From an optimization exercise on the open Yosys and OpenROAD flow, aimed at small area; shortcuts taken in it are not production practice. The RTL was checked by simulation tests, not by an equivalence proof against the original design. Power and IR drop assume default switching activity.

$ cat run.sh
#!/bin/bash
# synth_recipe.tcl (not shown) runs the flow's synth.tcl, then flattens the netlist and writes it again
# the make line also repeats each setting of config.mk as NAME=value (left out here)
make -C /OpenROAD-flow-scripts/flow DESIGN_CONFIG=/design/flow/config.mk WORK_HOME=/design/flow/orfs CLKGATE_MAP_FILE= SYNTH_SCRIPT=/design/flow/synth_recipe.tcl finish
$ cat config.mk
export PLATFORM = sky130hd
export DESIGN_NAME = top_level
export DESIGN_NICKNAME = top_level
export VERILOG_FILES = /design/flow/design.v
export SDC_FILE = /design/flow/constraint.sdc
export NUM_CORES = 4
export LEC_CHECK = 0
export CAP_MARGIN = 20
export CORE_MARGIN = 2
export CORE_UTILIZATION = 40
export SLEW_MARGIN = 20
$ cat constraint.sdc
create_clock -name core_clock -period 10.0 [get_ports {CLK100MHZ}]
set_input_delay 2.0000 -clock core_clock [delete_from_list [all_inputs] [get_ports {CLK100MHZ}]]
set_output_delay 2.0000 -clock core_clock [all_outputs]
set_load 0.01 [all_outputs]
$ cat design.v
`timescale 1ns / 1ps
module prbs9(enable, o_bit, rst, clk);
    output  o_bit;
    input   enable;
    input   clk;
    input   rst;
    parameter SEED = 9'b110101010;
    reg [8:0] buffer;
    always @(posedge clk) begin
        if (rst)
            buffer <= SEED;
        else if (enable)
            buffer <= {buffer[0] ^ buffer[4], buffer[8:1]};
    end
    assign o_bit = buffer[0];
endmodule
`timescale 1ns / 1ps
module tx(i_tx, enable, o_tx, clk, rst);
    output [7:0] o_tx;
    input   i_tx;
    input   clk;
    input   rst;
    input   enable;
    reg [23:0] buffer_in;
    reg [1:0]  phase;
    reg        zero;
    reg signed [7:0] s;
    always @(posedge clk) begin
        if (rst) begin
            buffer_in <= 24'd0;
            phase     <= 2'd3;
            zero      <= 1'b1;
        end else if (enable) begin
            buffer_in <= {i_tx, buffer_in[23:1]};
            phase     <= phase + 2'd1;
            zero      <= 1'b0;
        end
    end
    function signed [7:0] pm;
        input b;
        input signed [7:0] c;
        pm = b ? c : -c;
    endfunction
    always @* begin
        case (phase)
        2'd0: s = pm(buffer_in[3], 8'sd2) + pm(buffer_in[7], -8'sd7) + pm(buffer_in[11], 8'sd72)
                + pm(buffer_in[15], -8'sd7) + pm(buffer_in[19], 8'sd2);
        2'd1: s = pm(buffer_in[0], -8'sd2) + pm(buffer_in[8], 8'sd10) + pm(buffer_in[12], 8'sd62)
                + pm(buffer_in[16], -8'sd11);
        2'd2: s = pm(buffer_in[1], -8'sd1) + pm(buffer_in[5], -8'sd5) + pm(buffer_in[9], 8'sd37)
                + pm(buffer_in[13], 8'sd37) + pm(buffer_in[17], -8'sd5) + pm(buffer_in[21], -8'sd1);
        default: s = pm(buffer_in[6], -8'sd11) + pm(buffer_in[10], 8'sd62) + pm(buffer_in[14], 8'sd10)
                + pm(buffer_in[22], -8'sd2);
        endcase
    end
    assign o_tx = zero ? 8'd0 : s;
endmodule
`timescale 1ns / 1ps
module rx(clk, rst, enable, i_rx, i_sw, o_rx);
    input clk;
    input rst;
    input enable;
    input signed [7:0] i_rx;
    input [1:0] i_sw;
    output reg o_rx;
    reg signed [7:0] h [1:23];
    reg [1:0] down_counter;
    reg sgn;
    integer i;
    wire signed [15:0] acc =
          -16'sd2  * (h[1]  + h[23])
        -            (h[2]  + h[22])
        +  16'sd2  * (h[4]  + h[20])
        -  16'sd5  * (h[6]  + h[18])
        -  16'sd11 * (h[7]  + h[17])
        -  16'sd7  * (h[8]  + h[16])
        +  16'sd10 * (h[9]  + h[15])
        +  16'sd37 * (h[10] + h[14])
        +  16'sd62 * (h[11] + h[13])
        +  16'sd72 *  h[12];
    always @(posedge clk) begin
        if (rst) begin
            for (i = 1; i < 24; i = i + 1)
                h[i] <= 8'd0;
            sgn <= 1'b0;
            o_rx <= 1'b0;
            down_counter <= 2'd0;
        end else if (enable) begin
            h[1] <= i_rx;
            for (i = 2; i < 24; i = i + 1)
                h[i] <= h[i-1];
            sgn <= acc[15];
            down_counter <= down_counter + 2'd1;
            if (down_counter == i_sw)
                o_rx <= ~sgn;
        end
    end
endmodule
`timescale 1ns / 1ps
module ber(clk, rst, enable, clk_count, i_prbs, i_rx, o_err);
    input  clk;
    input  rst;
    input  enable;
    input  [1:0] clk_count;
    input  i_prbs;
    input  i_rx;
    output o_err;
    reg [512:0] ring;
    reg       cap;
    reg       o_error;
    reg [8:0] count;
    reg       full;
    reg       error;
    reg [8:0] ber_shift;
    assign o_err = o_error;
    wire [127:0] taps;
    genvar g;
    generate
        for (g = 0; g < 128; g = g + 1) begin : g_tap
            assign taps[g] = ring[4*g];
        end
    endgenerate
    wire tap   = taps[ber_shift[6:0]];
    wire late  = (ber_shift[8:7] == 2'd3);
    wire hist  = late ? tap : cap;
    wire valid = full | (ber_shift < count);
    wire miss  = (valid & hist) ^ i_prbs;
    wire last  = (ber_shift == ~count);
    always @(posedge clk) begin
        ring <= {ring[511:0], enable ? i_rx : ring[512]};
        if (clk_count == {~ber_shift[8], ber_shift[7]})
            cap <= tap;
    end
    always @(posedge clk) begin
        if (rst) begin
            o_error   <= 1'b0;
            count     <= 9'd0;
            full      <= 1'b0;
            error     <= 1'b0;
            ber_shift <= 9'd0;
        end else if (enable) begin
            count <= count + 9'd1;
            if (count == 9'd511)
                full <= 1'b1;
            error <= error | miss;
            if (last) begin
                if (!error) begin
                    o_error <= 1'b1;
                    error   <= miss;
                end else begin
                    ber_shift <= ber_shift + 9'd1;
                    error     <= 1'b0;
                    o_error   <= 1'b0;
                end
            end
        end
    end
endmodule
`timescale 1ns / 1ps
module top_level(
                rst,
                CLK100MHZ,
                i_switch,
                o_led,
                o_tx,
                o_rx
                );
    input       rst;
    input       CLK100MHZ;
    input [3:0] i_switch;
    output      o_led;
    output [7:0] o_tx;
    output      o_rx;
    parameter SEED   = 9'b110101010;
    wire        o_prbs;
    wire        reset;
    reg [1:0]   clk_count;
    wire        enable;
    assign reset  = ~rst;
    assign enable = (clk_count == 2'd1);
    always @(posedge CLK100MHZ) begin
        if (reset)
            clk_count <= 2'd0;
        else
            clk_count <= clk_count + 2'd1;
    end
    prbs9 #(.SEED(SEED)) prbs_r(
        .clk   (CLK100MHZ),
        .enable(enable),
        .rst   (reset),
        .o_bit (o_prbs)
    );
    tx tx_r(
        .clk   (CLK100MHZ),
        .rst   (reset),
        .enable(i_switch[0]),
        .i_tx  (o_prbs),
        .o_tx  (o_tx)
    );
    rx rx_r(
        .clk   (CLK100MHZ),
        .rst   (reset),
        .enable(i_switch[1]),
        .i_rx  (o_tx),
        .i_sw  (i_switch[2:1]),
        .o_rx  (o_rx)
    );
    ber ber_r(
        .clk      (CLK100MHZ),
        .rst      (reset),
        .enable   (enable),
        .clk_count(clk_count),
        .i_prbs   (o_prbs),
        .i_rx     (o_rx),
        .o_err    (o_led)
    );
endmodule
==> metrics.json <==
{
  "synthesis": {
    "seq_area_frac_synth_pct": 45.3,
    "synth_fa_ha_area_share_pct": 24.5,
    "synth_most_common_cell": "dfxtp_1",
    "synth_commonest_cells": "dfxtp_1, inv_1, ha_1",
    "synth_xor_area_share_pct": 4.29,
    "yosys_most_used_dff": "dfxtp_1",
    "synth_async_sr_flop_share_pct": 0,
    "ys_warn_count": 6,
    "synthMuxAreaShare_pct": 9.71,
    "yosys.cell_types.count": 54,
    "netlist_instances": 2809,
    "synth-seq-cells": 761,
    "synth.cell_area_um2": 33600,
    "synth_compound_gate_area_share_pct": 4.03,
    "synth_enable_flop_cells": 1,
    "synth_simple_gate_area_share_pct": 6.56,
    "yosys.area.top_type": "dfxtp_1",
    "synth.top_cell.area_share_pct": 45.3,
    "synth_fp_nets": 3334,
    "syn_avg_cell_area_um2": 12.0,
    "synth.top_cells.by_area": "dfxtp_1, fa_1, ha_1",
    "synth_top_family_by_area": "adder cells"
  },
  "grt": {
    "first_global_vias": 20000,
    "grt_max_degree": 130,
    "antenna_found_initial": 0,
    "groute.usage.overall_pct": 14.7,
    "grt-ovfl-total": 0,
    "grt_first_pass_wirelength_um": 102000
  },
  "worst_setup_path": {
    "critPathMaxFanout": 4,
    "worst_setup_path_end_kind": "flip-flop",
    "crit_buf_inv": 7,
    "critical_path.top_delay_family": "adder cells",
    "setup.worst_path.start_class": "flip-flop",
    "timing.critical_path.slowest_cell_delay_ps": 510,
    "critical_path_arrival_ps": 10880,
    "critPathKind": "flip-flop to flip-flop",
    "critPathRequiredTime_ps": 10450,
    "crit_top_cell": "fa_1",
    "timing.critical_path.slowest_stage_cell": "fa_1"
  },
  "floorplan": {
    "height_of_the_chip_um": 294,
    "core_area_um2": 83400,
    "die_width_um": 294,
    "initial_utilization_pct": 40.3,
    "die_area_um2": 86400,
    "placement_rows": 106,
    "ioPinCount": 16
  },
  "clock_network": {
    "clkSlewWorstSetupHoldPaths_ps": 70,
    "clock_path_buffers": 3,
    "cts.root.buffer_cell": "clkbuf_16",
    "postCtsHoldBufs": 0,
    "cts_num_sinks": 761,
    "htree_num_levels": 3,
    "worst_skew_late_latency_ps": 640,
    "cts_tree": "done",
    "numCtsBuffers": 75
  },
  "timing": {
    "final.period_utilization_pct": 104,
    "final-setup-viol-count": 1,
    "tightest_slew_ps": 1010,
    "final-hold-violation-count": 0,
    "highest_clock_rate_mhz": 95.9,
    "report.final.slew_viol_count": 0,
    "post-route-worst-setup-slack_ps": -426,
    "worst_slew_margin_rel_pct": 32.9,
    "fin_tns_setup_ps": -426,
    "grt_setup_unrepaired": "true",
    "period_minus_slack_ps": 10430,
    "fin_worst_skew_ps": 36.6
  },
  "place": {
    "port-buffer-count": 14,
    "post-place-ws_ps": -737,
    "place_hpwl_um": 44800,
    "gp_congestion": 0.836
  },
  "final_layout": {
    "multi_input_area_um2": 16700,
    "nets": 3437,
    "antenna_cells_inserted": 0,
    "area_taken_by_flip_flops_and_latches_um2": 15300,
    "areaGrowthSynthToFinish_pct": 13.8,
    "proportion_of_layout_cells_with_a_drive_suffix_above_1_pct": 9.93,
    "nFillCells": 7553
  },
  "detailed_routing": {
    "route.antenna.remaining_nets": 0,
    "dr.pass1.iters": 6,
    "drc_errors": 0,
    "detailedRoute.firstIterationViolations": 590,
    "detailed_route_wire_length_per_cell_um": 14.9,
    "detail_route.wirelength_um": 60500,
    "vias": 18400,
    "drt-vias-per-instance": 4.55
  },
  "job": {
    "maxCapViolations": 0
  },
  "power_and_ir_drop": {
    "power.leakage_nw": 17.1,
    "power_density_nw_per_um2": 164,
    "irDropWorstVdd_mv": 0.158
  },
  "min_path": {
    "min_path_type": "flip-flop to flip-flop"
  },
  "run_status": {
    "outcome": "finished with violations",
    "so_faults": "negative setup slack"
  }
}
-- layout by cell type (no fill, tap or decap), types with 6 or more instances in the layout --
cell type / synthesis / routed
mux2_2: 8 / 8
nor2b_1: 232 / 232
ha_1: 287 / 282
mux2i_1: 225 / 225
nor2_1: 39 / 39
a21boi_0: 8 / 6
xnor2_1: 117 / 113
and2_1: 14 / 14
o21bai_1: 24 / 24
clkbuf_8: 0 / 13
clkbuf_1: 38 / 20
nand2_1: 40 / 40
nor3_1: 12 / 12
a21oi_1: 81 / 70
clkinv_2: 0 / 6
clkdlybuf4s50_1: 0 / 12
buf_4: 1 / 80
nand3_1: 11 / 10
xor2_1: 45 / 42
bufinv_16: 0 / 7
o21ai_0: 38 / 31
fa_1: 232 / 230
inv_1: 425 / 423
clkbuf_16: 0 / 75
dfxtp_1: 760 / 755
a21o_1: 33 / 33
a221oi_1: 6 / 6
nand2b_1: 7 / 7
a21oi_2: 0 / 9
mux4_2: 41 / 41
-- layout make-up --
type                            instances  share of cell area (%)
Multi-Input combinational cell       1555                    43.6
Sequential cell                       761                    39.9
Clock buffer                          108                    5.57
Inverter                              425                    4.17
Tap cell                             1080                    3.53
Timing Repair Buffer                   94                    1.95
Clock inverter                         28                    1.28
-- routing by layer --
layer	share of wire (%)	GRT usage [%]	vias to the layer above
met5	0	0	-
met3	3.1	2.52	117
li1	-	-	9231
met2	48	24.7	192
met4	3.5	5.57	0
met1	46	18.7	8881
-- final timing paths --
| kind | from | to | slack (ps) | depth (start not counted) |
|---|---|---|---|---|
| worst min-delay path | ber_r.ring[133] | ber_r.ring[134] | 310 | 0 |
| worst max-delay path | rx_r.h[11][1] | rx_r.sgn | -430 | 43 |
| worst max register to register | rx_r.h[11][1] | rx_r.sgn | -430 | 43 |
| worst min register to register | ber_r.ring[133] | ber_r.ring[134] | 310 | 0 |
-- power breakdown --
group / switching, mW / leakage (nW) / internal (mW) / total, mW
Combinational: 0.162 / 9.71 / 0.145 / 0.307
Sequential: 0.0114 / 6.14 / 3.05 / 3.06
Clock: 1.21 / 1.26 / 1.70 / 2.91
-- through the flow --
step / hold WS [ps] / utilization (%) / instances / total power [mW] / area (µm²)
after floorplan: 310 / - / 2809 / 3.35 / 33700
after global placement: 310 / 42.5 / 3908 / 3.42 / 35500
after detailed placement: 312 / 42.5 / 3908 / 3.43 / 35500
after CTS: 307 / 45.8 / 4048 / 6.36 / 38200
after global routing: 318 / 45.9 / 4051 / 6.51 / 38300
final: 307 / 45.9 / 4051 / 6.27 / 38300
-- repair_timing --
| action | in CTS | in global routing |
|---|---|---|
| gates resized for setup | 18 | 12 |
| endpoints found under the setup margin | 1 | 1 |
| setup buffers | 4 | 3 |
| hold endpoints to repair | 0 | 0 |
| pin swaps | 23 | 15 |
-- worst reg2reg max path: cells and delay by family (launching register included) --
kind | cells | cell delay (ps)
buffers and inverters | 7 | 540
DFF | 1 | 320
and+or+nand+nor | 2 | 530
AOI/OAI and AO/OA | 10 | 1400
adders and majority gates | 13 | 5580
xor gates and xnor gates | 11 | 1900
-- sequential cells by signal (all words and copies together) (netlist names) --
signal,flops
rx_r.o_rx,1
clk_count,2
tx_r.phase,2
ber_r.cap,1
ber_r.count,9
rx_r.down_counter,2
tx_r.zero,1
prbs_r.buffer,9
ber_r.error,1
ber_r.full,1
tx_r.buffer_in,24
rx_r.h,184
rx_r.sgn,1
ber_r.ber_shift,9
ber_r.ring,513
ber_r.o_error,1
-- logic make-up after synthesis --
family | Yosys count
buffers and inverters | 493
xor gates and xnor gates | 163
and+or+nand+nor | 384
muxes | 274
adders and majority gates | 519
DFF | 761
AOI/OAI and AO/OA | 215

-- separate check: timing with driven ports --
How much do the figures lean on ideal ports? The routed layout below was timed once more, with nothing changed but the port constraints. Step 1, drivers: a clkbuf_16 drives CLK100MHZ and a buf_2 each remaining input, both assumed. Step 2, shift: input delay + t, output delay - t, t = (earliest + latest rising clock arrival at the registers) / 2. This alone moves slack from input paths to output paths. a / b / c = ideal ports / drivers / drivers and shift; a / b = the first two.
t (ns): 0.685
slack for setup (ns): -0.426 / -0.426 / -0.426
hold slack, ns: 0.307 / 0.307 / 0.307
pins driven straight from the clock port: 1
The setup slack of this run moves by 0.000 ns with the drivers and by 0.000 ns with both steps.
